Source: an optimization exercise on an open RTL-to-GDS flow (aim: small area). Production flows keep margins and buffers that such runs may drop. Function was checked by simulation only, so behaviour that the tests miss may differ from the original.

==> flow/design.v <==
module total_fir(total_out, x_in, clk);
	input clk;
	input signed [7:0] x_in;
	output signed [15:0] total_out;
	reg [7:0] e0;
	reg [7:0] e1;
	reg [7:0] e2;
	reg [7:0] e3;
	reg [7:0] e4;
	reg [7:0] e5;
	reg [7:0] e6;
	reg [7:0] e7;
	reg [7:0] e8;
	reg [7:0] e9;
	reg [7:0] e10;
	reg [7:0] e11;
	reg [7:0] e12;
	reg [7:0] e13;
	reg [7:0] e14;
	reg [7:0] e15;
	reg [7:0] e16;
	reg [7:0] e17;
	reg r496;
	reg r497;
	reg r498;
	reg r501;
	reg r560;
	reg r607;
	reg r608;
	reg r643;
	reg r668;
	reg r669;
	reg r684;
	reg r685;
	reg r692;
	reg r693;
	reg r698;
	reg r699;
	reg r706;
	reg r707;
	reg r708;
	reg r709;
	reg r710;
	wire o5_0;
	wire o6_0;
	wire o7_0;
	wire o8_0;
	wire o16_0;
	wire w1;
	wire w2;
	wire w3;
	wire w4;
	wire w5;
	wire w6;
	wire w7;
	wire w8;
	wire w9;
	wire w10;
	wire w11;
	wire w12;
	wire w13;
	wire w14;
	wire w15;
	wire w16;
	wire w17;
	wire w18;
	wire w19;
	wire w20;
	wire w21;
	wire w22;
	wire w23;
	wire w24;
	wire w25;
	wire w26;
	wire w27;
	wire w28;
	wire w29;
	wire w30;
	wire w31;
	wire w32;
	wire w33;
	wire w34;
	wire w35;
	wire w36;
	wire w37;
	wire w38;
	wire w39;
	wire w40;
	wire w41;
	wire w42;
	wire w43;
	wire w44;
	wire w45;
	wire w46;
	wire w47;
	wire w48;
	wire w49;
	wire w50;
	wire w51;
	wire w52;
	wire w53;
	wire w54;
	wire w55;
	wire w56;
	wire w57;
	wire w58;
	wire w59;
	wire w60;
	wire w61;
	wire w62;
	wire w63;
	wire w64;
	wire w65;
	wire w66;
	wire w67;
	wire w68;
	wire w69;
	wire w70;
	wire w71;
	wire w72;
	wire w73;
	wire w74;
	wire w75;
	wire w76;
	wire w77;
	wire w78;
	wire w79;
	wire w80;
	wire w81;
	wire w82;
	wire w83;
	wire w84;
	wire w85;
	wire w86;
	wire w87;
	wire w88;
	wire w89;
	wire w90;
	wire w91;
	wire w92;
	wire w93;
	wire w94;
	wire w95;
	wire w96;
	wire w97;
	wire w98;
	wire w99;
	wire w100;
	wire w101;
	wire w102;
	wire w103;
	wire w104;
	wire w105;
	wire w106;
	wire w107;
	wire w108;
	wire w109;
	wire w110;
	wire w111;
	wire w112;
	wire w113;
	wire w114;
	wire w115;
	wire w116;
	wire w117;
	wire w118;
	wire w119;
	wire w120;
	wire w121;
	wire w122;
	wire w123;
	wire w124;
	wire w125;
	wire w126;
	wire w127;
	wire w128;
	wire w129;
	wire w130;
	wire w131;
	wire w132;
	wire w133;
	wire w134;
	wire w135;
	wire w136;
	wire w137;
	wire w138;
	wire w139;
	wire w140;
	wire w141;
	wire w142;
	wire w143;
	wire w144;
	wire w145;
	wire w146;
	wire w147;
	wire w148;
	wire w149;
	wire w150;
	wire w151;
	wire w152;
	wire w153;
	wire w154;
	wire w155;
	wire w156;
	wire w157;
	wire w158;
	wire w159;
	wire w160;
	wire w161;
	wire w162;
	wire w163;
	wire w164;
	wire w165;
	wire w166;
	wire w167;
	wire w168;
	wire w169;
	wire w170;
	wire w171;
	wire w172;
	wire w173;
	wire w174;
	wire w175;
	wire w176;
	wire w177;
	wire w178;
	wire w179;
	wire w180;
	wire w181;
	wire w182;
	wire w183;
	wire w184;
	wire w185;
	wire w186;
	wire w187;
	wire w188;
	wire w189;
	wire w190;
	wire w191;
	wire w192;
	wire w193;
	wire w194;
	wire w195;
	wire w196;
	wire w197;
	wire w198;
	wire w199;
	wire w200;
	wire w201;
	wire w202;
	wire w203;
	wire w204;
	wire w205;
	wire w206;
	wire w207;
	wire w208;
	wire w209;
	wire w210;
	wire w211;
	wire w212;
	wire w213;
	wire w214;
	wire w215;
	wire w216;
	wire w217;
	wire w218;
	wire w219;
	wire w220;
	wire w221;
	wire w222;
	wire w223;
	wire w224;
	wire w225;
	wire w226;
	wire w227;
	wire w228;
	wire w229;
	wire w230;
	wire w231;
	wire w232;
	wire w233;
	wire w234;
	wire w235;
	wire w236;
	wire w237;
	wire w238;
	wire w239;
	wire w240;
	wire w241;
	wire w242;
	wire w243;
	wire w244;
	wire w245;
	wire w246;
	wire w247;
	wire w248;
	wire w249;
	wire w250;
	wire w251;
	wire w252;
	wire w253;
	wire w254;
	wire w255;
	wire w256;
	wire w257;
	wire w258;
	wire w259;
	wire w260;
	wire w261;
	wire w262;
	wire w263;
	wire w264;
	wire w265;
	wire w266;
	wire w267;
	wire w268;
	wire w269;
	wire w270;
	wire w271;
	wire w272;
	wire w273;
	wire w274;
	wire w275;
	wire w276;
	wire w277;
	wire w278;
	wire w279;
	wire w280;
	wire w281;
	wire w282;
	wire w283;
	wire w284;
	wire w285;
	wire w286;
	wire w287;
	wire w288;
	wire w289;
	wire w290;
	wire w291;
	wire w292;
	wire w293;
	wire w294;
	wire w295;
	wire w296;
	wire w297;
	wire w298;
	wire w299;
	wire w300;
	wire w301;
	wire w302;
	wire w303;
	wire w304;
	wire w305;
	wire w306;
	wire w307;
	wire w308;
	wire w309;
	wire w310;
	wire w311;
	wire w312;
	wire w313;
	wire w314;
	wire w315;
	wire w316;
	wire w317;
	wire w318;
	wire w319;
	wire w320;
	wire w321;
	wire w322;
	wire w323;
	wire w324;
	wire w325;
	wire w326;
	wire w327;
	wire w328;
	wire w329;
	wire w330;
	wire w331;
	wire w332;
	wire w333;
	wire w334;
	wire w335;
	wire w336;
	wire w337;
	wire w338;
	wire w339;
	wire w340;
	wire w341;
	wire w342;
	wire w343;
	wire w344;
	wire w345;
	wire w346;
	wire w347;
	wire w348;
	wire w349;
	wire w350;
	wire w351;
	wire w352;
	wire w353;
	wire w354;
	wire w355;
	wire w356;
	wire w357;
	wire w358;
	wire w359;
	wire w360;
	wire w361;
	wire w362;
	wire w363;
	wire w364;
	wire w365;
	wire w366;
	wire w367;
	wire w368;
	wire w369;
	wire w370;
	wire w371;
	wire w372;
	wire w373;
	wire w374;
	wire w375;
	wire w376;
	wire w377;
	wire w378;
	wire w379;
	wire w380;
	wire w381;
	wire w382;
	wire w383;
	wire w384;
	wire w385;
	wire w386;
	wire w387;
	wire w388;
	wire w389;
	wire w390;
	wire w391;
	wire w392;
	wire w393;
	wire w394;
	wire w395;
	wire w396;
	wire w397;
	wire w398;
	wire w399;
	wire w400;
	wire w401;
	wire w402;
	wire w403;
	wire w404;
	wire w405;
	wire w406;
	wire w407;
	wire w408;
	wire w409;
	wire w410;
	wire w411;
	wire w412;
	wire w413;
	wire w414;
	wire w415;
	wire w416;
	wire w417;
	wire w418;
	wire w419;
	wire w420;
	wire w421;
	wire w422;
	wire w423;
	wire w424;
	wire w425;
	wire w426;
	wire w427;
	wire w428;
	wire w429;
	wire w430;
	wire w431;
	wire w432;
	wire w433;
	wire w434;
	wire w435;
	wire w436;
	wire w437;
	wire w438;
	wire w439;
	wire w440;
	wire w441;
	wire w442;
	wire w443;
	wire w444;
	wire w445;
	wire w446;
	wire w447;
	wire w448;
	wire w449;
	wire w450;
	wire w451;
	wire w452;
	wire w453;
	wire w454;
	wire w455;
	wire w456;
	wire w457;
	wire w458;
	wire w459;
	wire w460;
	wire w461;
	wire w462;
	wire w463;
	wire w464;
	wire w465;
	wire w466;
	wire w467;
	wire w468;
	wire w469;
	wire w470;
	wire w471;
	wire w472;
	wire w473;
	wire w474;
	wire w475;
	wire w476;
	wire w477;
	wire w478;
	wire w479;
	wire w480;
	wire w481;
	wire w482;
	wire w483;
	wire w484;
	wire w485;
	wire w486;
	wire w487;
	wire w488;
	wire w489;
	wire w490;
	wire w491;
	wire w492;
	wire w493;
	wire w494;
	wire w495;
	wire w496;
	wire w497;
	wire w498;
	wire w499;
	wire w500;
	wire w501;
	wire w502;
	wire w503;
	wire w504;
	wire w505;
	wire w506;
	wire w507;
	wire w508;
	wire w509;
	wire w510;
	wire w511;
	wire w512;
	wire w513;
	wire w514;
	wire w515;
	wire w516;
	wire w517;
	wire w518;
	wire w519;
	wire w520;
	wire w521;
	wire w522;
	wire w523;
	wire w524;
	wire w525;
	wire w526;
	wire w527;
	wire w528;
	wire w529;
	wire w530;
	wire w531;
	wire w532;
	wire w533;
	wire w534;
	wire w535;
	wire w536;
	wire w537;
	wire w538;
	wire w539;
	wire w540;
	wire w541;
	wire w542;
	wire w543;
	wire w544;
	wire w545;
	wire w546;
	wire w547;
	wire w548;
	wire w549;
	wire w550;
	wire w551;
	wire w552;
	wire w553;
	wire w554;
	wire w555;
	wire w556;
	wire w557;
	wire w558;
	wire w559;
	wire w560;
	wire w561;
	wire w562;
	wire w563;
	wire w564;
	wire w565;
	wire w566;
	wire w567;
	wire w568;
	wire w569;
	wire w570;
	wire w571;
	wire w572;
	wire w573;
	wire w574;
	wire w575;
	wire w576;
	wire w577;
	wire w578;
	wire w579;
	wire w580;
	wire w581;
	wire w582;
	wire w583;
	wire w584;
	wire w585;
	wire w586;
	wire w587;
	wire w588;
	wire w589;
	wire w590;
	wire w591;
	wire w592;
	wire w593;
	wire w594;
	wire w595;
	wire w596;
	wire w597;
	wire w598;
	wire w599;
	wire w600;
	wire w601;
	wire w602;
	wire w603;
	wire w604;
	wire w605;
	wire w606;
	wire w607;
	wire w608;
	wire w609;
	wire w610;
	wire w611;
	wire w612;
	wire w613;
	wire w614;
	wire w615;
	wire w616;
	wire w617;
	wire w618;
	wire w619;
	wire w620;
	wire w621;
	wire w622;
	wire w623;
	wire w624;
	wire w625;
	wire w626;
	wire w627;
	wire w628;
	wire w629;
	wire w630;
	wire w631;
	wire w632;
	wire w633;
	wire w634;
	wire w635;
	wire w636;
	wire w637;
	wire w638;
	wire w639;
	wire w640;
	wire w641;
	wire w642;
	wire w643;
	wire w644;
	wire w645;
	wire w646;
	wire w647;
	wire w648;
	wire w649;
	wire w650;
	wire w651;
	wire w652;
	wire w653;
	wire w654;
	wire w655;
	wire w656;
	wire w657;
	wire w658;
	wire w659;
	wire w660;
	wire w661;
	wire w662;
	wire w663;
	wire w664;
	wire w665;
	wire w666;
	wire w667;
	wire w668;
	wire w669;
	wire w670;
	wire w671;
	wire w672;
	wire w673;
	wire w674;
	wire w675;
	wire w676;
	wire w677;
	wire w678;
	wire w679;
	wire w680;
	wire w681;
	wire w682;
	wire w683;
	wire w684;
	wire w685;
	wire w686;
	wire w687;
	wire w688;
	wire w689;
	wire w690;
	wire w691;
	wire w692;
	wire w693;
	wire w694;
	wire w695;
	wire w696;
	wire w697;
	wire w698;
	wire w699;
	wire w700;
	wire w701;
	wire w702;
	wire w703;
	wire w704;
	wire w705;
	wire w706;
	wire w707;
	wire w708;
	wire w709;
	wire w710;
	wire n1;
	wire n2;
	wire n3;
	wire n4;
	wire n5;
	wire n6;
	wire n7;
	wire n8;
	wire n9;
	wire n10;
	wire n11;
	wire n12;
	wire n13;
	wire n14;
	wire n15;
	wire n16;
	wire n17;
	wire n18;
	wire n19;
	wire n20;
	wire n21;
	wire n22;
	wire n23;
	wire n24;
	wire n25;
	wire n26;
	wire n27;
	wire n28;
	wire n29;
	wire n30;
	wire n31;
	wire n32;
	wire n33;
	wire n34;
	wire n35;
	wire n36;
	wire n37;
	wire n38;
	wire n39;
	wire n40;
	wire n41;
	wire n42;
	wire n43;
	wire n44;
	wire n45;
	wire n46;
	wire n47;
	wire n48;
	wire n49;
	wire n50;
	wire n51;
	wire n52;
	wire n53;
	wire n54;
	wire n55;
	wire n56;
	wire n57;
	wire n58;
	wire n59;
	wire n60;
	wire n61;
	always @(posedge clk) begin
		e0 <= x_in;
		e1 <= e0;
		e2 <= e1;
		e3 <= e2 ^ 8'h7f;
		e4 <= e3;
		e5 <= e4;
		e6 <= e5;
		e7 <= e6 ^ 8'h03;
		e8 <= e7 ^ 8'h7c;
		e9 <= e8 ^ 8'h7c;
		e10 <= e9;
		e11 <= e10 ^ 8'h7c;
		e12 <= e11 ^ 8'h80;
		e13 <= e12;
		e14 <= e13 ^ 8'h80;
		e15 <= e14 ^ 8'h80;
		e16 <= e15;
		e17 <= e16;
		r496 <= w429;
		r497 <= w494;
		r498 <= w431;
		r501 <= w433;
		r560 <= w558;
		r607 <= w605;
		r608 <= w559;
		r643 <= w641;
		r668 <= w666;
		r669 <= w642;
		r684 <= w682;
		r685 <= w667;
		r692 <= w690;
		r693 <= w683;
		r698 <= w689;
		r699 <= w691;
		r706 <= w164;
		r707 <= w220;
		r708 <= w286;
		r709 <= w360;
		r710 <= w432;
	end
	assign o5_0 = ~(~e5[0] | ~e5[1]);
	assign o6_0 = ~(~e6[0] | ~e6[1]);
	assign o7_0 = ~(e7[0] | e7[1]);
	assign o8_0 = ~(e8[0] | e8[1]);
	assign o16_0 = ~(e16[0] | e16[1]);
	assign n1 = ~e2[0];
	assign n2 = ~e2[1];
	assign n3 = ~e2[2];
	assign n4 = ~e2[3];
	assign n5 = ~e2[4];
	assign n6 = ~e2[5];
	assign n7 = ~e2[6];
	assign n8 = ~e7[2];
	assign n9 = ~e7[3];
	assign n10 = ~e7[4];
	assign n11 = ~e7[5];
	assign n12 = ~e7[6];
	assign n13 = ~e7[7];
	assign n14 = ~e8[7];
	assign n15 = ~e8[2];
	assign n16 = ~e8[3];
	assign n17 = ~e8[4];
	assign n18 = ~e8[5];
	assign n19 = ~e8[6];
	assign n20 = ~e9[0];
	assign n21 = ~e9[1];
	assign n22 = ~e10[0];
	assign n23 = ~e10[1];
	assign n24 = ~e10[2];
	assign n25 = ~e10[3];
	assign n26 = ~e10[4];
	assign n27 = ~e10[5];
	assign n28 = ~e10[6];
	assign n29 = ~e10[7];
	assign n30 = ~e11[7];
	assign n31 = ~e11[0];
	assign n32 = ~e11[1];
	assign n33 = ~e11[2];
	assign n34 = ~e11[3];
	assign n35 = ~e11[4];
	assign n36 = ~e11[5];
	assign n37 = ~e11[6];
	assign n38 = ~e13[0];
	assign n39 = ~e13[1];
	assign n40 = ~e13[2];
	assign n41 = ~e13[3];
	assign n42 = ~e13[4];
	assign n43 = ~e13[5];
	assign n44 = ~e13[6];
	assign n45 = ~e13[7];
	assign n46 = ~e14[7];
	assign n47 = ~e14[0];
	assign n48 = ~e14[1];
	assign n49 = ~e14[2];
	assign n50 = ~e14[3];
	assign n51 = ~e14[4];
	assign n52 = ~e14[5];
	assign n53 = ~e14[6];
	assign n54 = ~e16[0];
	assign n55 = ~e16[1];
	assign n56 = ~e16[2];
	assign n57 = ~e16[3];
	assign n58 = ~e16[4];
	assign n59 = ~e16[5];
	assign n60 = ~e16[6];
	assign n61 = ~e16[7];
	fa uw62 (.a(e3[0]), .b(e4[1]), .c(e4[0]), .s(w62), .co(w63));
	fa uw64 (.a(e5[0]), .b(e5[2]), .c(e6[2]), .s(w64), .co(w65));
	fa uw66 (.a(e7[2]), .b(e10[1]), .c(e11[1]), .s(w66), .co(w67));
	fa uw68 (.a(e12[0]), .b(e12[1]), .c(e13[0]), .s(w68), .co(w69));
	fa uw70 (.a(e14[0]), .b(e14[1]), .c(e17[2]), .s(w70), .co(w71));
	fa uw72 (.a(n15), .b(n56), .c(o5_0), .s(w72), .co(w73));
	fa uw74 (.a(o6_0), .b(o7_0), .c(o8_0), .s(w74), .co(w75));
	fa uw76 (.a(o16_0), .b(w62), .c(w64), .s(w76), .co(w77));
	fa uw78 (.a(w66), .b(w68), .c(w70), .s(w78), .co(w79));
	fa uw80 (.a(w72), .b(w74), .c(w76), .s(w80), .co(w81));
	assign w83 = w78 & w80;
	xn uw84 (.a(e3[1]), .b(e4[0]), .s(w84));
	o2 uw85 (.a(e3[1]), .b(e4[0]), .co(w85));
	fa uw86 (.a(e4[2]), .b(e5[1]), .c(e5[3]), .s(w86), .co(w87));
	fa uw88 (.a(e6[0]), .b(e6[3]), .c(e7[3]), .s(w88), .co(w89));
	fa uw90 (.a(e11[0]), .b(e11[2]), .c(e12[1]), .s(w90), .co(w91));
	fa uw92 (.a(e12[2]), .b(e13[1]), .c(e13[0]), .s(w92), .co(w93));
	fa uw94 (.a(e14[1]), .b(e14[2]), .c(e15[0]), .s(w94), .co(w95));
	fa uw96 (.a(e17[3]), .b(n16), .c(n22), .s(w96), .co(w97));
	fa uw98 (.a(n24), .b(n54), .c(n57), .s(w98), .co(w99));
	fa uw100 (.a(w84), .b(w63), .c(w65), .s(w100), .co(w101));
	fa uw102 (.a(w67), .b(w69), .c(w71), .s(w102), .co(w103));
	fa uw104 (.a(w86), .b(w88), .c(w90), .s(w104), .co(w105));
	fa uw106 (.a(w92), .b(w94), .c(w96), .s(w106), .co(w107));
	fa uw108 (.a(w98), .b(w73), .c(w75), .s(w108), .co(w109));
	fa uw110 (.a(w77), .b(w79), .c(w100), .s(w110), .co(w111));
	fa uw112 (.a(w102), .b(w104), .c(w106), .s(w112), .co(w113));
	fa uw114 (.a(w108), .b(w81), .c(w110), .s(w114), .co(w115));
	assign w117 = (w112 & w83) | (w112 & w114) | (w83 & w114);
	xn uw118 (.a(e3[2]), .b(e4[1]), .s(w118));
	o2 uw119 (.a(e3[2]), .b(e4[1]), .co(w119));
	fa uw120 (.a(e4[3]), .b(e5[2]), .c(e5[0]), .s(w120), .co(w121));
	fa uw122 (.a(e5[4]), .b(e6[1]), .c(e6[4]), .s(w122), .co(w123));
	fa uw124 (.a(e7[0]), .b(e7[4]), .c(e11[1]), .s(w124), .co(w125));
	fa uw126 (.a(e11[0]), .b(e11[3]), .c(e12[2]), .s(w126), .co(w127));
	fa uw128 (.a(e12[0]), .b(e12[3]), .c(e13[2]), .s(w128), .co(w129));
	fa uw130 (.a(e13[1]), .b(e14[2]), .c(e14[3]), .s(w130), .co(w131));
	fa uw132 (.a(e15[1]), .b(e15[0]), .c(e17[0]), .s(w132), .co(w133));
	fa uw134 (.a(e17[4]), .b(n1), .c(n17), .s(w134), .co(w135));
	fa uw136 (.a(n20), .b(n23), .c(n25), .s(w136), .co(w137));
	fa uw138 (.a(n55), .b(n58), .c(w85), .s(w138), .co(w139));
	fa uw140 (.a(w118), .b(w87), .c(w89), .s(w140), .co(w141));
	fa uw142 (.a(w91), .b(w93), .c(w95), .s(w142), .co(w143));
	fa uw144 (.a(w120), .b(w122), .c(w124), .s(w144), .co(w145));
	fa uw146 (.a(w126), .b(w128), .c(w130), .s(w146), .co(w147));
	fa uw148 (.a(w132), .b(w97), .c(w99), .s(w148), .co(w149));
	fa uw150 (.a(w134), .b(w136), .c(w138), .s(w150), .co(w151));
	fa uw152 (.a(w101), .b(w103), .c(w105), .s(w152), .co(w153));
	fa uw154 (.a(w140), .b(w142), .c(w144), .s(w154), .co(w155));
	fa uw156 (.a(w146), .b(w107), .c(w148), .s(w156), .co(w157));
	fa uw158 (.a(w109), .b(w150), .c(w111), .s(w158), .co(w159));
	fa uw160 (.a(w152), .b(w154), .c(w113), .s(w160), .co(w161));
	fa uw162 (.a(w156), .b(w115), .c(w158), .s(w162), .co(w163));
	fa uw164 (.a(w160), .b(w117), .c(w162), .s(w164), .co(w165));
	fa uw166 (.a(e3[3]), .b(e4[2]), .c(e4[4]), .s(w166), .co(w167));
	fa uw168 (.a(e5[3]), .b(e5[1]), .c(e5[5]), .s(w168), .co(w169));
	fa uw170 (.a(e6[2]), .b(e6[5]), .c(e7[1]), .s(w170), .co(w171));
	fa uw172 (.a(e7[5]), .b(e10[2]), .c(e11[2]), .s(w172), .co(w173));
	fa uw174 (.a(e11[1]), .b(e11[4]), .c(e12[3]), .s(w174), .co(w175));
	fa uw176 (.a(e12[1]), .b(e12[4]), .c(e13[3]), .s(w176), .co(w177));
	fa uw178 (.a(e13[2]), .b(e14[3]), .c(e14[4]), .s(w178), .co(w179));
	fa uw180 (.a(e15[2]), .b(e15[1]), .c(e17[1]), .s(w180), .co(w181));
	fa uw182 (.a(e17[5]), .b(n2), .c(n1), .s(w182), .co(w183));
	fa uw184 (.a(n18), .b(n21), .c(n26), .s(w184), .co(w185));
	fa uw186 (.a(n56), .b(n54), .c(n59), .s(w186), .co(w187));
	fa uw188 (.a(w119), .b(w121), .c(w123), .s(w188), .co(w189));
	fa uw190 (.a(w125), .b(w127), .c(w129), .s(w190), .co(w191));
	fa uw192 (.a(w131), .b(w133), .c(w166), .s(w192), .co(w193));
	fa uw194 (.a(w168), .b(w170), .c(w172), .s(w194), .co(w195));
	fa uw196 (.a(w174), .b(w176), .c(w178), .s(w196), .co(w197));
	fa uw198 (.a(w180), .b(w135), .c(w137), .s(w198), .co(w199));
	fa uw200 (.a(w182), .b(w184), .c(w186), .s(w200), .co(w201));
	fa uw202 (.a(w139), .b(w141), .c(w143), .s(w202), .co(w203));
	fa uw204 (.a(w145), .b(w147), .c(w188), .s(w204), .co(w205));
	fa uw206 (.a(w190), .b(w149), .c(w192), .s(w206), .co(w207));
	fa uw208 (.a(w194), .b(w196), .c(w198), .s(w208), .co(w209));
	fa uw210 (.a(w200), .b(w151), .c(w153), .s(w210), .co(w211));
	fa uw212 (.a(w202), .b(w155), .c(w204), .s(w212), .co(w213));
	fa uw214 (.a(w157), .b(w206), .c(w208), .s(w214), .co(w215));
	fa uw216 (.a(w159), .b(w210), .c(w212), .s(w216), .co(w217));
	fa uw218 (.a(w161), .b(w214), .c(w163), .s(w218), .co(w219));
	fa uw220 (.a(w216), .b(w165), .c(w218), .s(w220), .co(w221));
	xn uw222 (.a(e3[4]), .b(e3[0]), .s(w222));
	o2 uw223 (.a(e3[4]), .b(e3[0]), .co(w223));
	fa uw224 (.a(e4[3]), .b(e4[0]), .c(e4[5]), .s(w224), .co(w225));
	fa uw226 (.a(e5[4]), .b(e5[2]), .c(e5[6]), .s(w226), .co(w227));
	fa uw228 (.a(e6[3]), .b(e6[6]), .c(e7[6]), .s(w228), .co(w229));
	fa uw230 (.a(e9[2]), .b(e10[3]), .c(e10[0]), .s(w230), .co(w231));
	fa uw232 (.a(e11[3]), .b(e11[2]), .c(e11[5]), .s(w232), .co(w233));
	fa uw234 (.a(e12[4]), .b(e12[2]), .c(e12[0]), .s(w234), .co(w235));
	fa uw236 (.a(e12[5]), .b(e13[4]), .c(e13[3]), .s(w236), .co(w237));
	fa uw238 (.a(e14[4]), .b(e14[5]), .c(e15[3]), .s(w238), .co(w239));
	fa uw240 (.a(e15[2]), .b(e17[2]), .c(e17[6]), .s(w240), .co(w241));
	fa uw242 (.a(n3), .b(n2), .c(n8), .s(w242), .co(w243));
	fa uw244 (.a(n19), .b(n27), .c(n47), .s(w244), .co(w245));
	fa uw246 (.a(n57), .b(n55), .c(n60), .s(w246), .co(w247));
	fa uw248 (.a(w222), .b(w167), .c(w169), .s(w248), .co(w249));
	fa uw250 (.a(w171), .b(w173), .c(w175), .s(w250), .co(w251));
	fa uw252 (.a(w177), .b(w179), .c(w181), .s(w252), .co(w253));
	fa uw254 (.a(w224), .b(w226), .c(w228), .s(w254), .co(w255));
	fa uw256 (.a(w230), .b(w232), .c(w234), .s(w256), .co(w257));
	fa uw258 (.a(w236), .b(w238), .c(w240), .s(w258), .co(w259));
	fa uw260 (.a(w183), .b(w185), .c(w187), .s(w260), .co(w261));
	fa uw262 (.a(w242), .b(w244), .c(w246), .s(w262), .co(w263));
	fa uw264 (.a(w189), .b(w191), .c(w193), .s(w264), .co(w265));
	fa uw266 (.a(w195), .b(w197), .c(w248), .s(w266), .co(w267));
	fa uw268 (.a(w250), .b(w252), .c(w199), .s(w268), .co(w269));
	fa uw270 (.a(w254), .b(w256), .c(w258), .s(w270), .co(w271));
	fa uw272 (.a(w201), .b(w260), .c(w262), .s(w272), .co(w273));
	fa uw274 (.a(w203), .b(w205), .c(w207), .s(w274), .co(w275));
	fa uw276 (.a(w264), .b(w266), .c(w209), .s(w276), .co(w277));
	fa uw278 (.a(w268), .b(w270), .c(w272), .s(w278), .co(w279));
	fa uw280 (.a(w211), .b(w213), .c(w274), .s(w280), .co(w281));
	fa uw282 (.a(w215), .b(w276), .c(w278), .s(w282), .co(w283));
	fa uw284 (.a(w217), .b(w280), .c(w282), .s(w284), .co(w285));
	fa uw286 (.a(w219), .b(w284), .c(w221), .s(w286), .co(w287));
	fa uw288 (.a(e3[5]), .b(e3[1]), .c(e4[4]), .s(w288), .co(w289));
	fa uw290 (.a(e4[1]), .b(e4[6]), .c(e5[5]), .s(w290), .co(w291));
	fa uw292 (.a(e5[3]), .b(e5[7]), .c(e6[4]), .s(w292), .co(w293));
	fa uw294 (.a(e6[7]), .b(e7[7]), .c(e8[0]), .s(w294), .co(w295));
	fa uw296 (.a(e8[7]), .b(e9[3]), .c(e10[4]), .s(w296), .co(w297));
	fa uw298 (.a(e10[1]), .b(e11[4]), .c(e11[3]), .s(w298), .co(w299));
	fa uw300 (.a(e11[6]), .b(e12[5]), .c(e12[3]), .s(w300), .co(w301));
	fa uw302 (.a(e12[1]), .b(e12[6]), .c(e13[5]), .s(w302), .co(w303));
	fa uw304 (.a(e13[4]), .b(e14[5]), .c(e14[6]), .s(w304), .co(w305));
	fa uw306 (.a(e15[4]), .b(e15[3]), .c(e17[3]), .s(w306), .co(w307));
	fa uw308 (.a(e17[7]), .b(n4), .c(n3), .s(w308), .co(w309));
	fa uw310 (.a(n9), .b(n28), .c(n31), .s(w310), .co(w311));
	fa uw312 (.a(n38), .b(n48), .c(n58), .s(w312), .co(w313));
	fa uw314 (.a(n56), .b(n61), .c(w223), .s(w314), .co(w315));
	fa uw316 (.a(w225), .b(w227), .c(w229), .s(w316), .co(w317));
	fa uw318 (.a(w231), .b(w233), .c(w235), .s(w318), .co(w319));
	fa uw320 (.a(w237), .b(w239), .c(w241), .s(w320), .co(w321));
	fa uw322 (.a(w288), .b(w290), .c(w292), .s(w322), .co(w323));
	fa uw324 (.a(w294), .b(w296), .c(w298), .s(w324), .co(w325));
	fa uw326 (.a(w300), .b(w302), .c(w304), .s(w326), .co(w327));
	fa uw328 (.a(w306), .b(w243), .c(w245), .s(w328), .co(w329));
	fa uw330 (.a(w247), .b(w308), .c(w310), .s(w330), .co(w331));
	fa uw332 (.a(w312), .b(w314), .c(w249), .s(w332), .co(w333));
	fa uw334 (.a(w251), .b(w253), .c(w255), .s(w334), .co(w335));
	fa uw336 (.a(w257), .b(w259), .c(w316), .s(w336), .co(w337));
	fa uw338 (.a(w318), .b(w320), .c(w261), .s(w338), .co(w339));
	fa uw340 (.a(w322), .b(w324), .c(w326), .s(w340), .co(w341));
	fa uw342 (.a(w263), .b(w328), .c(w330), .s(w342), .co(w343));
	fa uw344 (.a(w265), .b(w267), .c(w332), .s(w344), .co(w345));
	fa uw346 (.a(w269), .b(w271), .c(w334), .s(w346), .co(w347));
	fa uw348 (.a(w336), .b(w338), .c(w340), .s(w348), .co(w349));
	fa uw350 (.a(w273), .b(w342), .c(w275), .s(w350), .co(w351));
	fa uw352 (.a(w344), .b(w277), .c(w346), .s(w352), .co(w353));
	fa uw354 (.a(w348), .b(w279), .c(w281), .s(w354), .co(w355));
	fa uw356 (.a(w350), .b(w352), .c(w283), .s(w356), .co(w357));
	fa uw358 (.a(w354), .b(w285), .c(w356), .s(w358), .co(w359));
	ha uw360 (.a(w358), .b(w287), .s(w360), .co(w361));
	fa uw362 (.a(e3[6]), .b(e3[2]), .c(e4[5]), .s(w362), .co(w363));
	fa uw364 (.a(e4[2]), .b(e4[7]), .c(e5[6]), .s(w364), .co(w365));
	fa uw366 (.a(e5[4]), .b(e6[5]), .c(e8[1]), .s(w366), .co(w367));
	fa uw368 (.a(e9[4]), .b(e10[5]), .c(e11[5]), .s(w368), .co(w369));
	fa uw370 (.a(e11[4]), .b(e12[6]), .c(e12[4]), .s(w370), .co(w371));
	fa uw372 (.a(e12[2]), .b(e12[7]), .c(e13[6]), .s(w372), .co(w373));
	fa uw374 (.a(e13[5]), .b(e14[6]), .c(e15[5]), .s(w374), .co(w375));
	fa uw376 (.a(e15[4]), .b(e17[4]), .c(n5), .s(w376), .co(w377));
	fa uw378 (.a(n4), .b(n10), .c(n24), .s(w378), .co(w379));
	fa uw380 (.a(n29), .b(n32), .c(n30), .s(w380), .co(w381));
	fa uw382 (.a(n39), .b(n49), .c(n46), .s(w382), .co(w383));
	fa uw384 (.a(n59), .b(n57), .c(w289), .s(w384), .co(w385));
	fa uw386 (.a(w291), .b(w293), .c(w295), .s(w386), .co(w387));
	fa uw388 (.a(w297), .b(w299), .c(w301), .s(w388), .co(w389));
	fa uw390 (.a(w303), .b(w305), .c(w307), .s(w390), .co(w391));
	fa uw392 (.a(w362), .b(w364), .c(w366), .s(w392), .co(w393));
	fa uw394 (.a(w368), .b(w370), .c(w372), .s(w394), .co(w395));
	fa uw396 (.a(w374), .b(w309), .c(w311), .s(w396), .co(w397));
	fa uw398 (.a(w313), .b(w376), .c(w378), .s(w398), .co(w399));
	fa uw400 (.a(w380), .b(w382), .c(w315), .s(w400), .co(w401));
	fa uw402 (.a(w317), .b(w319), .c(w321), .s(w402), .co(w403));
	fa uw404 (.a(w323), .b(w325), .c(w327), .s(w404), .co(w405));
	fa uw406 (.a(w384), .b(w386), .c(w388), .s(w406), .co(w407));
	fa uw408 (.a(w390), .b(w329), .c(w392), .s(w408), .co(w409));
	fa uw410 (.a(w394), .b(w331), .c(w396), .s(w410), .co(w411));
	fa uw412 (.a(w398), .b(w400), .c(w333), .s(w412), .co(w413));
	fa uw414 (.a(w335), .b(w337), .c(w402), .s(w414), .co(w415));
	fa uw416 (.a(w339), .b(w341), .c(w404), .s(w416), .co(w417));
	fa uw418 (.a(w406), .b(w408), .c(w343), .s(w418), .co(w419));
	fa uw420 (.a(w410), .b(w345), .c(w412), .s(w420), .co(w421));
	fa uw422 (.a(w347), .b(w414), .c(w416), .s(w422), .co(w423));
	fa uw424 (.a(w349), .b(w418), .c(w351), .s(w424), .co(w425));
	fa uw426 (.a(w420), .b(w353), .c(w422), .s(w426), .co(w427));
	fa uw428 (.a(w355), .b(w424), .c(w426), .s(w428), .co(w429));
	fa uw430 (.a(w357), .b(w428), .c(w359), .s(w430), .co(w431));
	ha uw432 (.a(w361), .b(w430), .s(w432), .co(w433));
	fa uw434 (.a(e3[7]), .b(e3[3]), .c(e4[6]), .s(w434), .co(w435));
	fa uw436 (.a(e4[3]), .b(e5[7]), .c(e5[5]), .s(w436), .co(w437));
	fa uw438 (.a(e6[6]), .b(e8[2]), .c(e9[5]), .s(w438), .co(w439));
	fa uw440 (.a(e10[6]), .b(e11[6]), .c(e11[5]), .s(w440), .co(w441));
	fa uw442 (.a(e12[7]), .b(e12[5]), .c(e12[3]), .s(w442), .co(w443));
	fa uw444 (.a(e13[7]), .b(e13[6]), .c(e15[6]), .s(w444), .co(w445));
	fa uw446 (.a(e15[5]), .b(e17[5]), .c(n6), .s(w446), .co(w447));
	fa uw448 (.a(n5), .b(n11), .c(n25), .s(w448), .co(w449));
	fa uw450 (.a(n33), .b(n40), .c(n46), .s(w450), .co(w451));
	fa uw452 (.a(n50), .b(n60), .c(n58), .s(w452), .co(w453));
	fa uw454 (.a(w363), .b(w365), .c(w367), .s(w454), .co(w455));
	fa uw456 (.a(w369), .b(w371), .c(w373), .s(w456), .co(w457));
	fa uw458 (.a(w375), .b(w434), .c(w436), .s(w458), .co(w459));
	fa uw460 (.a(w438), .b(w440), .c(w442), .s(w460), .co(w461));
	fa uw462 (.a(w444), .b(w377), .c(w379), .s(w462), .co(w463));
	fa uw464 (.a(w381), .b(w383), .c(w446), .s(w464), .co(w465));
	fa uw466 (.a(w448), .b(w450), .c(w452), .s(w466), .co(w467));
	fa uw468 (.a(w385), .b(w387), .c(w389), .s(w468), .co(w469));
	fa uw470 (.a(w391), .b(w393), .c(w395), .s(w470), .co(w471));
	fa uw472 (.a(w454), .b(w456), .c(w397), .s(w472), .co(w473));
	fa uw474 (.a(w458), .b(w460), .c(w399), .s(w474), .co(w475));
	fa uw476 (.a(w462), .b(w464), .c(w466), .s(w476), .co(w477));
	fa uw478 (.a(w401), .b(w403), .c(w405), .s(w478), .co(w479));
	fa uw480 (.a(w407), .b(w468), .c(w409), .s(w480), .co(w481));
	fa uw482 (.a(w470), .b(w411), .c(w472), .s(w482), .co(w483));
	fa uw484 (.a(w474), .b(w476), .c(w413), .s(w484), .co(w485));
	fa uw486 (.a(w415), .b(w417), .c(w478), .s(w486), .co(w487));
	fa uw488 (.a(w480), .b(w419), .c(w482), .s(w488), .co(w489));
	fa uw490 (.a(w421), .b(w484), .c(w423), .s(w490), .co(w491));
	fa uw492 (.a(w486), .b(w488), .c(w425), .s(w492), .co(w493));
	fa uw494 (.a(w427), .b(w490), .c(w492), .s(w494), .co(w495));
	fa uw499 (.a(r496), .b(r497), .c(r498), .s(w499), .co(w500));
	ha uw502 (.a(r501), .b(w499), .s(w502), .co(w503));
	xn uw504 (.a(e3[4]), .b(e4[7]), .s(w504));
	o2 uw505 (.a(e3[4]), .b(e4[7]), .co(w505));
	fa uw506 (.a(e4[4]), .b(e5[6]), .c(e6[7]), .s(w506), .co(w507));
	fa uw508 (.a(e8[3]), .b(e9[6]), .c(e10[7]), .s(w508), .co(w509));
	fa uw510 (.a(e11[6]), .b(e12[6]), .c(e12[4]), .s(w510), .co(w511));
	fa uw512 (.a(e13[7]), .b(e15[7]), .c(e15[6]), .s(w512), .co(w513));
	fa uw514 (.a(e17[6]), .b(n7), .c(n6), .s(w514), .co(w515));
	fa uw516 (.a(n12), .b(n26), .c(n30), .s(w516), .co(w517));
	fa uw518 (.a(n34), .b(n41), .c(n51), .s(w518), .co(w519));
	fa uw520 (.a(n61), .b(n59), .c(w504), .s(w520), .co(w521));
	fa uw522 (.a(w435), .b(w437), .c(w439), .s(w522), .co(w523));
	fa uw524 (.a(w441), .b(w443), .c(w445), .s(w524), .co(w525));
	fa uw526 (.a(w506), .b(w508), .c(w510), .s(w526), .co(w527));
	fa uw528 (.a(w512), .b(w447), .c(w449), .s(w528), .co(w529));
	fa uw530 (.a(w451), .b(w453), .c(w514), .s(w530), .co(w531));
	fa uw532 (.a(w516), .b(w518), .c(w520), .s(w532), .co(w533));
	fa uw534 (.a(w455), .b(w457), .c(w459), .s(w534), .co(w535));
	fa uw536 (.a(w461), .b(w522), .c(w524), .s(w536), .co(w537));
	fa uw538 (.a(w463), .b(w526), .c(w465), .s(w538), .co(w539));
	fa uw540 (.a(w467), .b(w528), .c(w530), .s(w540), .co(w541));
	fa uw542 (.a(w532), .b(w469), .c(w471), .s(w542), .co(w543));
	fa uw544 (.a(w473), .b(w534), .c(w536), .s(w544), .co(w545));
	fa uw546 (.a(w475), .b(w477), .c(w538), .s(w546), .co(w547));
	fa uw548 (.a(w540), .b(w479), .c(w481), .s(w548), .co(w549));
	fa uw550 (.a(w542), .b(w483), .c(w544), .s(w550), .co(w551));
	fa uw552 (.a(w546), .b(w485), .c(w487), .s(w552), .co(w553));
	fa uw554 (.a(w548), .b(w489), .c(w550), .s(w554), .co(w555));
	fa uw556 (.a(w491), .b(w552), .c(w554), .s(w556), .co(w557));
	fa uw558 (.a(w493), .b(w556), .c(w495), .s(w558), .co(w559));
	fa uw561 (.a(r560), .b(w500), .c(w503), .s(w561), .co(w562));
	fa uw563 (.a(e2[7]), .b(e3[5]), .c(e4[5]), .s(w563), .co(w564));
	fa uw565 (.a(e5[7]), .b(e8[4]), .c(e9[7]), .s(w565), .co(w566));
	fa uw567 (.a(e12[7]), .b(e12[5]), .c(e15[7]), .s(w567), .co(w568));
	fa uw569 (.a(e17[7]), .b(n7), .c(n13), .s(w569), .co(w570));
	fa uw571 (.a(n27), .b(n30), .c(n35), .s(w571), .co(w572));
	fa uw573 (.a(n42), .b(n52), .c(n60), .s(w573), .co(w574));
	fa uw575 (.a(w505), .b(w507), .c(w509), .s(w575), .co(w576));
	fa uw577 (.a(w511), .b(w513), .c(w563), .s(w577), .co(w578));
	fa uw579 (.a(w565), .b(w567), .c(w515), .s(w579), .co(w580));
	fa uw581 (.a(w517), .b(w519), .c(w569), .s(w581), .co(w582));
	fa uw583 (.a(w571), .b(w573), .c(w521), .s(w583), .co(w584));
	fa uw585 (.a(w523), .b(w525), .c(w527), .s(w585), .co(w586));
	fa uw587 (.a(w575), .b(w529), .c(w577), .s(w587), .co(w588));
	fa uw589 (.a(w531), .b(w579), .c(w581), .s(w589), .co(w590));
	fa uw591 (.a(w533), .b(w583), .c(w535), .s(w591), .co(w592));
	fa uw593 (.a(w537), .b(w585), .c(w539), .s(w593), .co(w594));
	fa uw595 (.a(w587), .b(w541), .c(w589), .s(w595), .co(w596));
	fa uw597 (.a(w543), .b(w545), .c(w591), .s(w597), .co(w598));
	fa uw599 (.a(w547), .b(w593), .c(w595), .s(w599), .co(w600));
	fa uw601 (.a(w549), .b(w551), .c(w597), .s(w601), .co(w602));
	fa uw603 (.a(w599), .b(w553), .c(w555), .s(w603), .co(w604));
	fa uw605 (.a(w601), .b(w557), .c(w603), .s(w605), .co(w606));
	fa uw609 (.a(r607), .b(r608), .c(w562), .s(w609), .co(w610));
	xn uw611 (.a(e2[7]), .b(e3[6]), .s(w611));
	o2 uw612 (.a(e2[7]), .b(e3[6]), .co(w612));
	fa uw613 (.a(e4[6]), .b(e8[5]), .c(e12[6]), .s(w613), .co(w614));
	fa uw615 (.a(n28), .b(n36), .c(n43), .s(w615), .co(w616));
	fa uw617 (.a(n53), .b(n61), .c(w611), .s(w617), .co(w618));
	fa uw619 (.a(w564), .b(w566), .c(w568), .s(w619), .co(w620));
	fa uw621 (.a(w613), .b(w570), .c(w572), .s(w621), .co(w622));
	fa uw623 (.a(w574), .b(w615), .c(w617), .s(w623), .co(w624));
	fa uw625 (.a(w576), .b(w578), .c(w619), .s(w625), .co(w626));
	fa uw627 (.a(w580), .b(w582), .c(w621), .s(w627), .co(w628));
	fa uw629 (.a(w584), .b(w623), .c(w586), .s(w629), .co(w630));
	fa uw631 (.a(w588), .b(w625), .c(w590), .s(w631), .co(w632));
	fa uw633 (.a(w627), .b(w592), .c(w629), .s(w633), .co(w634));
	fa uw635 (.a(w594), .b(w596), .c(w631), .s(w635), .co(w636));
	fa uw637 (.a(w598), .b(w633), .c(w600), .s(w637), .co(w638));
	fa uw639 (.a(w635), .b(w602), .c(w637), .s(w639), .co(w640));
	fa uw641 (.a(w604), .b(w639), .c(w606), .s(w641), .co(w642));
	ha uw644 (.a(r643), .b(w610), .s(w644), .co(w645));
	fa uw646 (.a(e3[7]), .b(e4[7]), .c(e8[6]), .s(w646), .co(w647));
	fa uw648 (.a(e12[7]), .b(e14[7]), .c(n29), .s(w648), .co(w649));
	fa uw650 (.a(n37), .b(n44), .c(w612), .s(w650), .co(w651));
	fa uw652 (.a(w614), .b(w646), .c(w616), .s(w652), .co(w653));
	fa uw654 (.a(w648), .b(w618), .c(w650), .s(w654), .co(w655));
	fa uw656 (.a(w620), .b(w622), .c(w652), .s(w656), .co(w657));
	fa uw658 (.a(w624), .b(w654), .c(w626), .s(w658), .co(w659));
	fa uw660 (.a(w628), .b(w656), .c(w630), .s(w660), .co(w661));
	fa uw662 (.a(w658), .b(w632), .c(w634), .s(w662), .co(w663));
	fa uw664 (.a(w660), .b(w636), .c(w662), .s(w664), .co(w665));
	fa uw666 (.a(w638), .b(w664), .c(w640), .s(w666), .co(w667));
	fa uw670 (.a(r668), .b(r669), .c(w645), .s(w670), .co(w671));
	fa uw672 (.a(e11[7]), .b(n14), .c(n45), .s(w672), .co(w673));
	fa uw674 (.a(w647), .b(w649), .c(w672), .s(w674), .co(w675));
	fa uw676 (.a(w651), .b(w653), .c(w674), .s(w676), .co(w677));
	fa uw678 (.a(w655), .b(w657), .c(w676), .s(w678), .co(w679));
	fa uw680 (.a(w659), .b(w678), .c(w661), .s(w680), .co(w681));
	fa uw682 (.a(w663), .b(w680), .c(w665), .s(w682), .co(w683));
	fa uw686 (.a(r684), .b(r685), .c(w671), .s(w686), .co(w687));
	fa uw688 (.a(w673), .b(w675), .c(w677), .s(w688), .co(w689));
	fa uw690 (.a(w679), .b(w688), .c(w681), .s(w690), .co(w691));
	ha uw696 (.a(r692), .b(r693), .s(w696), .co(w697));
	xr uw694 (.a(w696), .b(w687), .s(w694));
	ao uw695 (.g(w697), .p(w696), .c(w687), .co(w695));
	ha uw702 (.a(r698), .b(r699), .s(w702), .co(w703));
	xr uw700 (.a(w702), .b(w695), .s(w700));
	ao uw701 (.g(w703), .p(w702), .c(w695), .co(w701));
	assign w704 = w701 ^ 1'b1;
	assign total_out[0] = r706;
	assign total_out[1] = r707;
	assign total_out[2] = r708;
	assign total_out[3] = r709;
	assign total_out[4] = r710;
	assign total_out[5] = w502;
	assign total_out[6] = w561;
	assign total_out[7] = w609;
	assign total_out[8] = w644;
	assign total_out[9] = w670;
	assign total_out[10] = w686;
	assign total_out[11] = w694;
	assign total_out[12] = w700;
	assign total_out[13] = w704;
	assign total_out[14] = w704;
	assign total_out[15] = w704;
endmodule
module fa(input a, input b, input c, output s, output co);
	assign s = a ^ b ^ c;
	assign co = (a & b) | (a & c) | (b & c);
endmodule
module xn(input a, input b, output s);
	assign s = ~(a ^ b);
endmodule
module o2(input a, input b, output co);
	assign co = a | b;
endmodule
module xr(input a, input b, output s);
	assign s = a ^ b;
endmodule
module ao(input g, input p, input c, output co);
	assign co = g | (p & c);
endmodule
module ha(input a, input b, output s, output co);
	assign s = a ^ b;
	assign co = a & b;
endmodule
==> flow/flow/run.sh <==
#!/bin/bash
# The standard layout (standard.sh, the ORFS flow), with ORFS's own variables set for two steps:
#  - clock tree synthesis without dummy balancing loads, built from clkbuf_8 cells;
#  - port buffering with the smallest buffer cell (every input and output still gets a buffer).
# The full ORFS output goes to standard.log in this folder (per-step logs under orfs/logs).
export CTS_ARGS="-sink_clustering_enable -repair_clock_nets -dont_use_dummy_load -buf_list sky130_fd_sc_hd__clkbuf_8"
export BUFFER_PORTS_ARGS="-buffer_cell sky130_fd_sc_hd__buf_1"
# timing-driven global placement: use its trial buffering for net weights only, do not keep it
export GPL_KEEP_OVERFLOW=0
bash standard.sh > standard.log 2>&1
==> flow/standard.sh <==
#!/bin/bash
# synth_recipe.tcl (not shown) runs the flow's synth.tcl, then flattens the netlist and writes it again
# the make line also repeats each setting of config.mk as NAME=value (left out here)
make -C /OpenROAD-flow-scripts/flow DESIGN_CONFIG=/design/flow/config.mk WORK_HOME=/design/flow/orfs CLKGATE_MAP_FILE= SYNTH_SCRIPT=/design/flow/synth_recipe.tcl "${@:-finish}"
==> flow/config.mk <==
export PLATFORM = sky130hd
export DESIGN_NAME = total_fir
export DESIGN_NICKNAME = total_fir
export VERILOG_FILES = /design/flow/design.v
export SDC_FILE = /design/flow/constraint.sdc
export NUM_CORES = 4
export LEC_CHECK = 0
export CAP_MARGIN = 20
export CORE_MARGIN = 2
export CORE_UTILIZATION = 40
export SLEW_MARGIN = 20
export SYNTH_HIERARCHICAL = 1
export SYNTH_MINIMUM_KEEP_SIZE = 0
==> flow/constraint.sdc <==
create_clock -name core_clock -period 5.0 [get_ports {clk}]
set_input_delay 1.0000 -clock core_clock [delete_from_list [all_inputs] [get_ports {clk}]]
set_output_delay 1.0000 -clock core_clock [all_outputs]
set_load 0.01 [all_outputs]
==> Flow_metrics.wiki <==
{| class="wikitable"
! Metric !! Value
|-
| Total of endpoints with negative setup slack in the final report || 0
|-
| Status || finished clean
|-
| Xor and xnor area share after synthesis || 0.006225
|-
| Final HPWL from detailed placement || 19840 um
|-
| Post-synthesis area per instance || 17.25 um2
|-
| Share of synthesized area spent on multiplexers || 0
|-
| Dominant combinational cell family by area after synthesis || adder cells
|-
| Synthesized netlist net count || 884
|-
| Max_slew headroom || 0.6915
|-
| Crit path capture type || register
|-
| Maximum buffer depth of the clock tree || 2
|-
| Post-route insts no fill || 920
|-
| Post-synthesis share of cell area spent on full adders, half adders and majority gates || 0.6134
|-
| Vias in the first global route || 5414
|-
| Part of the cycle the worst path needs || 0.9692
|-
| Critical hold path startpoint || e0[4]$_DFF_P_
|-
| Final GP Congestion || 0.8744
|-
| Max frequency || 0.2064 GHz
|-
| Number of warnings issued by yosys || 7
|-
| Die Ht || 160.9 um
|-
| Number of iterations in the first detailed-routing pass || 4
|-
| CTS root buf || sky130_fd_sc_hd__clkbuf_8
|-
| Overall routed net length || 22090 um
|-
| Number of flip-flops and latches in the synthesized netlist || 165
|-
| Global-route usage over all layers || 0.1918
|-
| Number of pins with negative max-slew slack in the final report || 0
|-
| Seq/Total Area, Yosys || 0.3354
|-
| First element of the critical path || e12[6]$_DFF_P_
|-
| Max Clock Skew || 0.03118 ns
|-
| First-pass GRT wire length || 34380 um
|-
| Cell at the slowest stage of the critical path || sky130_fd_sc_hd__dfxtp_1
|-
| Diodes inserted || 0
|-
| Worst Path Arrival || 5.18 ns
|-
| Maximum capacitance violations || 0
|-
| IO Port Bufs || 24
|-
| Cell Area, Synth || 0.009848 mm2
|-
| Simple-gate share of the synthesized area || 0.006098
|-
| DRC violation count after routing || 0
|-
| Final period demand of the worst path || 4.846 ns
|-
| Overall die area || 0.02589 mm2
|-
| Clock slew seen by the registers of the worst setup and hold paths || 0.10 ns
|-
| Setup_tns || 0 ns
|-
| Maximum number of pins on one net before global-route repair || 18
|-
| Antenna violations before repair || 0
|-
| Nets || 911
|-
| Req. time, crit path || 5.34 ns
|-
| Number of ports placed on the die boundary || 25
|-
| Cell depth of the worst min-delay path || 0
|-
| GRT Residual Overflow || 0
|-
| Cell count after placement || 903
|-
| Cell variety after synth || 12
|-
| Worst-Margin Slew || 0.4621 ns
|-
| RR Endpoint || r643$_DFF_P_
|-
| Horizontal die dimension || 160.9 um
|-
| Hold-critical path endpoint || e1[4]$_DFF_P_
|-
| WL/cell || 24.01 um
|-
| Gate Count Post-Synth || 571
|-
| Filler cells || 2198
|-
| Relative area change from synthesis to final layout || 6.226%
|-
| Cells along the critical path || fa_1, fa_1, fa_1, fa_1, fa_1, fa_1, fa_1, fa_1, fa_1
|-
| Clock latency at the later pin of the worst-skew pair || 0.46 ns
|-
| Max Fanout on Critical Path || 5
|-
| Crit-path max cell delay || 0.60 ns
|-
| Core box area || 0.02425 mm2
|-
| Share of layout cells above drive strength 1 || 0.03188
|-
| Count of H-tree levels built during CTS || 4
|-
| DRT antenna net count || 0
|-
| Number of placement rows || 57
|-
| Unrepaired setup endpoints after global routing || false
|-
| Critical path class || reg -> reg
|-
| Initial Util || 0.4061
|-
| Share of the synthesized area in compound gates (AO/OA/AOI/OAI) || 0.002287
|-
| Via count normalized by instance count || 4.620
|-
| Final count of hold timing violations || 0
|-
| Worst reg2reg path startpoint || e12[6]$_DFF_P_
|-
| Cts bufs inserted || 17
|-
| Iter 0 DRT Violations || 209
|-
| Most frequent CP cell || sky130_fd_sc_hd__fa_1
|-
| Depth of the worst register-to-register path || 9
|-
| FF+latch area || 0.003304 mm2
|-
| Via count || 4250
|-
| Type of origin of the critical path || register
|-
| Kind of path behind the tightest hold check || reg -> reg
|-
| Number of clock sinks || 165
|-
| CTS tree || done
|-
| Multi-input gate area in the final layout || 0.006187 mm2
|}
area by class of cell:
type	instances	share of cell area
clock buffers	17	0.02237
inverters	64	0.02296
multi-input cells	326	0.5914
flip-flops and latches	165	0.3159
well taps	324	0.03875
repair buffers	24	0.008611
per-module statistics from Yosys, one instance, submodules excluded:
| module | copies in the design | flip-flops and latches | cells inside |
|---|---|---|---|
| total_fir | 1 | 165 | 253 |
| fa | 298 | 0 | 1 |
| ha | 6 | 0 | 1 |
| xn | 5 | 0 | 1 |
| xr | 2 | 0 | 1 |
| ao | 2 | 0 | 1 |
| o2 | 5 | 0 | 1 |
sequential cells by signal (all words and copies together) (netlist names), 8 cells and up:
signal,flops
e1,8
e11,8
e6,8
e5,8
e8,8
e10,8
e14,8
e17,8
e16,8
e12,8
e0,8
e9,8
e13,8
e15,8
e2,8
e3,8
e4,8
e7,8
stage by stage:
step | hold WS (ns) | area, um2 | setup slack, ns | util
after floorplan | 0.3096 | 9848 | 0.4347 | -
after global placement | 0.3112 | 10220 | 0.1420 | 0.4216
after detailed placement | 0.3121 | 10220 | 0.1246 | 0.4216
after CTS | 0.3303 | 10460 | 0.06374 | 0.4313
after global routing | 0.3354 | 10460 | 0.007568 | 0.4314
final | 0.3293 | 10460 | 0.1542 | 0.4314
layout by cell type (no fill, tap or decap):
| master | instances |
|---|---|
| sky130_fd_sc_hd__xnor2_1 | 5 |
| sky130_fd_sc_hd__inv_1 | 64 |
| sky130_fd_sc_hd__and2_1 | 1 |
| sky130_fd_sc_hd__clkbuf_8 | 17 |
| sky130_fd_sc_hd__fa_1 | 297 |
| sky130_fd_sc_hd__a21o_1 | 2 |
| sky130_fd_sc_hd__or2_1 | 5 |
| sky130_fd_sc_hd__a22oi_1 | 1 |
| sky130_fd_sc_hd__buf_1 | 24 |
| sky130_fd_sc_hd__ha_1 | 6 |
| sky130_fd_sc_hd__fa_2 | 1 |
| sky130_fd_sc_hd__nor2_1 | 6 |
| sky130_fd_sc_hd__dfxtp_2 | 1 |
| sky130_fd_sc_hd__dfxtp_1 | 164 |
| sky130_fd_sc_hd__xor2_1 | 2 |
layer usage:
layer,vias to the layer above,global-route usage,wire [um]
li1,1701,-,-
met1,2397,0.2522,8949
met2,115,0.3147,11260
met3,37,0.04106,1008
met4,0,0.07468,868
met5,-,0,0
critical path: cells and delay by family (launching register included):
family	cells	cell delay, ns
adders and majority gates	9	4.12
DFF	1	0.60
cells in the mapped netlist (all sizes together):
cell type,count,area (um2)
a21o,2,15.01
a22oi,1,7.510
and2,1,6.260
buf,16,120.1
dfxtp,165,3303
fa,298,5966
ha,6,75.07
inv,64,240.2
nor2,6,22.52
or2,5,31.28
xnor2,5,43.79
xor2,2,17.52
how the worst max path moves through the flow:
stage | cells past startpoint | slack [ns] | end
CTS | 11 | 0.06 | total_out[14]
global placement | 9 | 0.14 | r643$_DFF_P_
finish | 9 | 0.15 | r643$_DFF_P_
floorplan | 9 | 0.43 | r643$_DFF_P_
global route | 9 | 0.008 | r643$_DFF_P_
detailed placement | 9 | 0.12 | r710$_DFF_P_
cells by family (layout without fill, tap and decap cells):
logic type / count (synthesis) / count (layout)
adder cells (fa/ha/maj): 304 / 304
flip-flops: 165 / 165
buffers and inverters: 80 / 105
AND/OR/NAND/NOR: 12 / 12
XOR/XNOR: 7 / 7
AO/OA/AOI/OAI: 3 / 3
timing repair:
| item | CTS | global route |
|---|---|---|
| resized for setup | 0 | 2 |
| hold buffers | 0 | 0 |
| setup buffers | 0 | 0 |
| endpoints found under the hold margin | 0 | 0 |
| endpoints found under the setup margin | 0 | 5 |

-- afterwards: timing with drivers on the ports --
The flow's constraints put no driver on any port. The routed layout listed below was extracted and timed again, unchanged, in two steps. Step 1 assumes that a clkbuf_16 drives the clock port and a buf_2 every other input. Step 2 also shifts input and output timing later by t, the mid clock arrival at the registers, as if the neighbouring blocks saw the same clock. a / b / c = ideal ports / drivers / drivers and shift; a / b = the first two.
shift t [ns]: 0.486
slack for setup (ns): 0.154 / 0.154 / 0.154
worst setup path at the end: register to register
latest minus earliest clock arrival (ns): 0.037 / 0.037
worst slew at a driven data input, ns: 0.03
After both steps this run still meets setup and hold. The setup slack of this run moves by 0.000 ns with the drivers and by 0.000 ns with both steps.
